This is an optimization exercise on Yosys and OpenROAD, whose aim is small area, not a production implementation. Function was checked by simulation only, so behaviour that the tests miss may differ from the original. Power and IR drop assume default switching activity.

exp/harbor:
Design requant, start of the top module:
module requant (
	clk,
	ce,
	rst,
	data_in,
	sync_in,
	gain,
	data_out,
	sync_out,
	addr,
	ovfl
);
	input wire clk;
	input wire ce;
	input wire rst;
	input wire [35:0] data_in;
	input wire sync_in;
	input wire [10:0] gain;
	output wire [15:0] data_out;
	output wire sync_out;
	output reg [10:0] addr;
	output wire ovfl;
	wire [10:0] g = gain;
	wire [10:0] gn = ~gain;
	wire [10:0] o2, o4, o8, gor;
	assign o2 = {g[10:1] | g[9:0], g[0]};
	assign o4 = {o2[10:2] | o2[8:0], o2[1:0]};
	assign o8 = {o4[10:4] | o4[6:0], o4[3:0]};
	assign gor = {o8[10:8] | o8[2:0], o8[7:0]};
	wire gnz = gor[10];
	wire [10:0] gm1 = g ^ ~{gor[9:0], 1'b0};           
	wire re_s = data_in[35];
	wire [16:0] re_an = ~(data_in[34:18] ^ {17{re_s}});    
	wire [16:0] re_a = ~re_an;
	wire [10:0] re_c = gm1 & {11{re_s & gnz}};
	wire [16:0] re_po;    
	assign re_po[16] = re_a[16];
	assign re_po[15] = re_po[16] | re_a[15];
	assign re_po[14] = re_po[15] | re_a[14];
	assign re_po[13] = re_po[14] | re_a[13];
	assign re_po[12] = re_po[13] | re_a[12];
	assign re_po[11] = re_po[12] | re_a[11];
	assign re_po[10] = re_po[11] | re_a[10];
	assign re_po[9] = re_po[10] | re_a[9];
	assign re_po[8] = re_po[9] | re_a[8];
	assign re_po[7] = re_po[8] | re_a[7];
	assign re_po[6] = re_po[7] | re_a[6];
	assign re_po[5] = re_po[6] | re_a[5];
	assign re_po[4] = re_po[5] | re_a[4];
	assign re_po[3] = re_po[4] | re_a[3];
	assign re_po[2] = re_po[3] | re_a[2];
	assign re_po[1] = re_po[2] | re_a[1];
	assign re_po[0] = re_po[1] | re_a[0];
	wire re_ovhi = (g[1] & re_po[16]) | (g[2] & re_po[15]) | (g[3] & re_po[14]) | (g[4] & re_po[13]) | (g[5] & re_po[12]) | (g[6] & re_po[11]) | (g[7] & re_po[10]) | (g[8] & re_po[9]) | (g[9] & re_po[8]) | (g[10] & re_po[7]);    
	wire re_ovearly;
	wire re_p1;
	wire re_p2;
	wire re_p3;
	wire re_p4;
	wire re_p5;
	wire re_p6;
	wire re_p7;
	wire re_p8;
	wire re_p9;
	wire re_p10;
	wire re_p11;
	wire re_p12;
	wire re_p13;
	wire re_p14;
	wire re_p15;
	wire re_p16;
	wire re_p17;
	wire re_p18;
	wire re_p19;
	wire re_p20;
	wire re_p21;
	wire re_p22;
	wire re_p23;
	wire re_p24;
	wire re_p25;
	wire re_p26;
	wire re_p27;
	wire re_p28;
	wire re_p29;
	wire re_p30;
	wire re_p31;
  ...
Size in the first run: about 930 cells after synthesis, about 11000 um^2 of cells after synthesis.
export LEC_CHECK = 0
export CAP_MARGIN = 20
export CORE_MARGIN = 2
export CORE_UTILIZATION = 80
export CTS_BUF_LIST = sky130_fd_sc_hd__clkbuf_8
export GPL_TIMING_DRIVEN = 0
export PLACE_DENSITY = 0.88
export SLEW_MARGIN = 20
export SYNTH_HIERARCHICAL = 1
export SYNTH_MINIMUM_KEEP_SIZE = 0
create_clock -name core_clock -period 7.0 [get_ports {clk}]
standard.sh (not shown) runs the stock make flow with config.mk's settings and CLKGATE_MAP_FILE= SYNTH_SCRIPT=/design/flow/synth_recipe.tcl, a recipe that flattens the netlist after the stock synthesis.
==> flow/flow/run.sh <==
#!/bin/bash
# Standard ORFS layout, with plain buf_1 cells as the port buffers.
set -euo pipefail
bash standard.sh "BUFFER_PORTS_ARGS=-buffer_cell sky130_fd_sc_hd__buf_1" finish > make_finish.log 2>&1
For exp/tundra, these inputs were changed with respect to exp/harbor:
-- flow/config.mk --
<<< exp/harbor, line 9
export CORE_MARGIN = 2
export CORE_UTILIZATION = 80
export CTS_BUF_LIST = sky130_fd_sc_hd__clkbuf_8
export GPL_TIMING_DRIVEN = 0
export PLACE_DENSITY = 0.88
export SLEW_MARGIN = 20
>>> exp/tundra, line 9
export CORE_MARGIN = 2
export CORE_UTILIZATION = 40
export CTS_BUF_LIST = sky130_fd_sc_hd__clkbuf_8
export GPL_TIMING_DRIVEN = 0
export SLEW_MARGIN = 20
Results
exp/tundra was carried through to the last stage, and its layout satisfied the timing, design-rule and antenna checks. Looking at global placer's final weighted congestion, exp/tundra sits below exp/harbor. In the metrics for exp/tundra and exp/harbor, the one carrying the lower power share of the combinational group is exp/tundra. Between exp/tundra and exp/harbor, it is exp/tundra whose first-pass GRT wire length is lower, by 3.0%. Across both runs, depth of the critical timing path with buffers and inverters included was lower for exp/tundra than for exp/harbor. Floorplan check, exp/tundra vs exp/harbor: die outline larger in exp/tundra.
Here is what was changed in the inputs of exp/umber compared with exp/tundra.
-- flow/config.mk --
<<< exp/tundra, line 9
export CORE_MARGIN = 2
export CORE_UTILIZATION = 40
export CTS_BUF_LIST = sky130_fd_sc_hd__clkbuf_8
export GPL_TIMING_DRIVEN = 0
export SLEW_MARGIN = 20
>>> exp/umber, line 9
export CORE_MARGIN = 2
export CORE_UTILIZATION = 65
export CTS_BUF_LIST = sky130_fd_sc_hd__clkbuf_8
export GPL_TIMING_DRIVEN = 0
export PLACE_DENSITY = 0.75
export SLEW_MARGIN = 20
==> comparison <==
Placer congestion estimate grows slightly when moving from exp/tundra to exp/umber.
On critical path arrival: between exp/umber and exp/tundra, it ends up lower for exp/umber.
exp/tundra has lower detailed route wirelength on metal3 than exp/umber.
exp/umber does worse than exp/tundra on power.

[re-timing with driven ports]
How much do the figures lean on ideal ports? The routed layouts below were timed once more, with nothing changed but the port constraints. Step 1 sets driving cells, clkbuf_16 on the clock port and buf_2 on the other inputs (assumed; they add their load-dependent delay and slew). Step 2 also shifts input and output timing later by t, the mid clock arrival at the registers, as if the neighbouring blocks saw the same clock. Slacks: ideal ports / drivers / drivers and shift; pairs: ideal ports / drivers.
| run | t (ns) | setup slack, ns | hold WS [ns] | cell pins on the clock port's net |
|---|---|---|---|---|
| exp/harbor | 0.389 | 0.125 / 0.130 / -0.259 | 0.334 / 0.334 / 0.334 | 1 |
| exp/tundra | 0.385 | 0.111 / 0.123 / -0.262 | 0.336 / 0.336 / 0.336 | 1 |
| exp/umber | 0.377 | 0.141 / 0.154 / -0.223 | 0.331 / 0.331 / 0.331 | 1 |
With both steps, setup timing fails in every run listed, where it was met with ideal ports. For exp/harbor, which loses most, drivers alone change the setup slack by +0.005 ns; drivers and shift together by -0.384 ns.
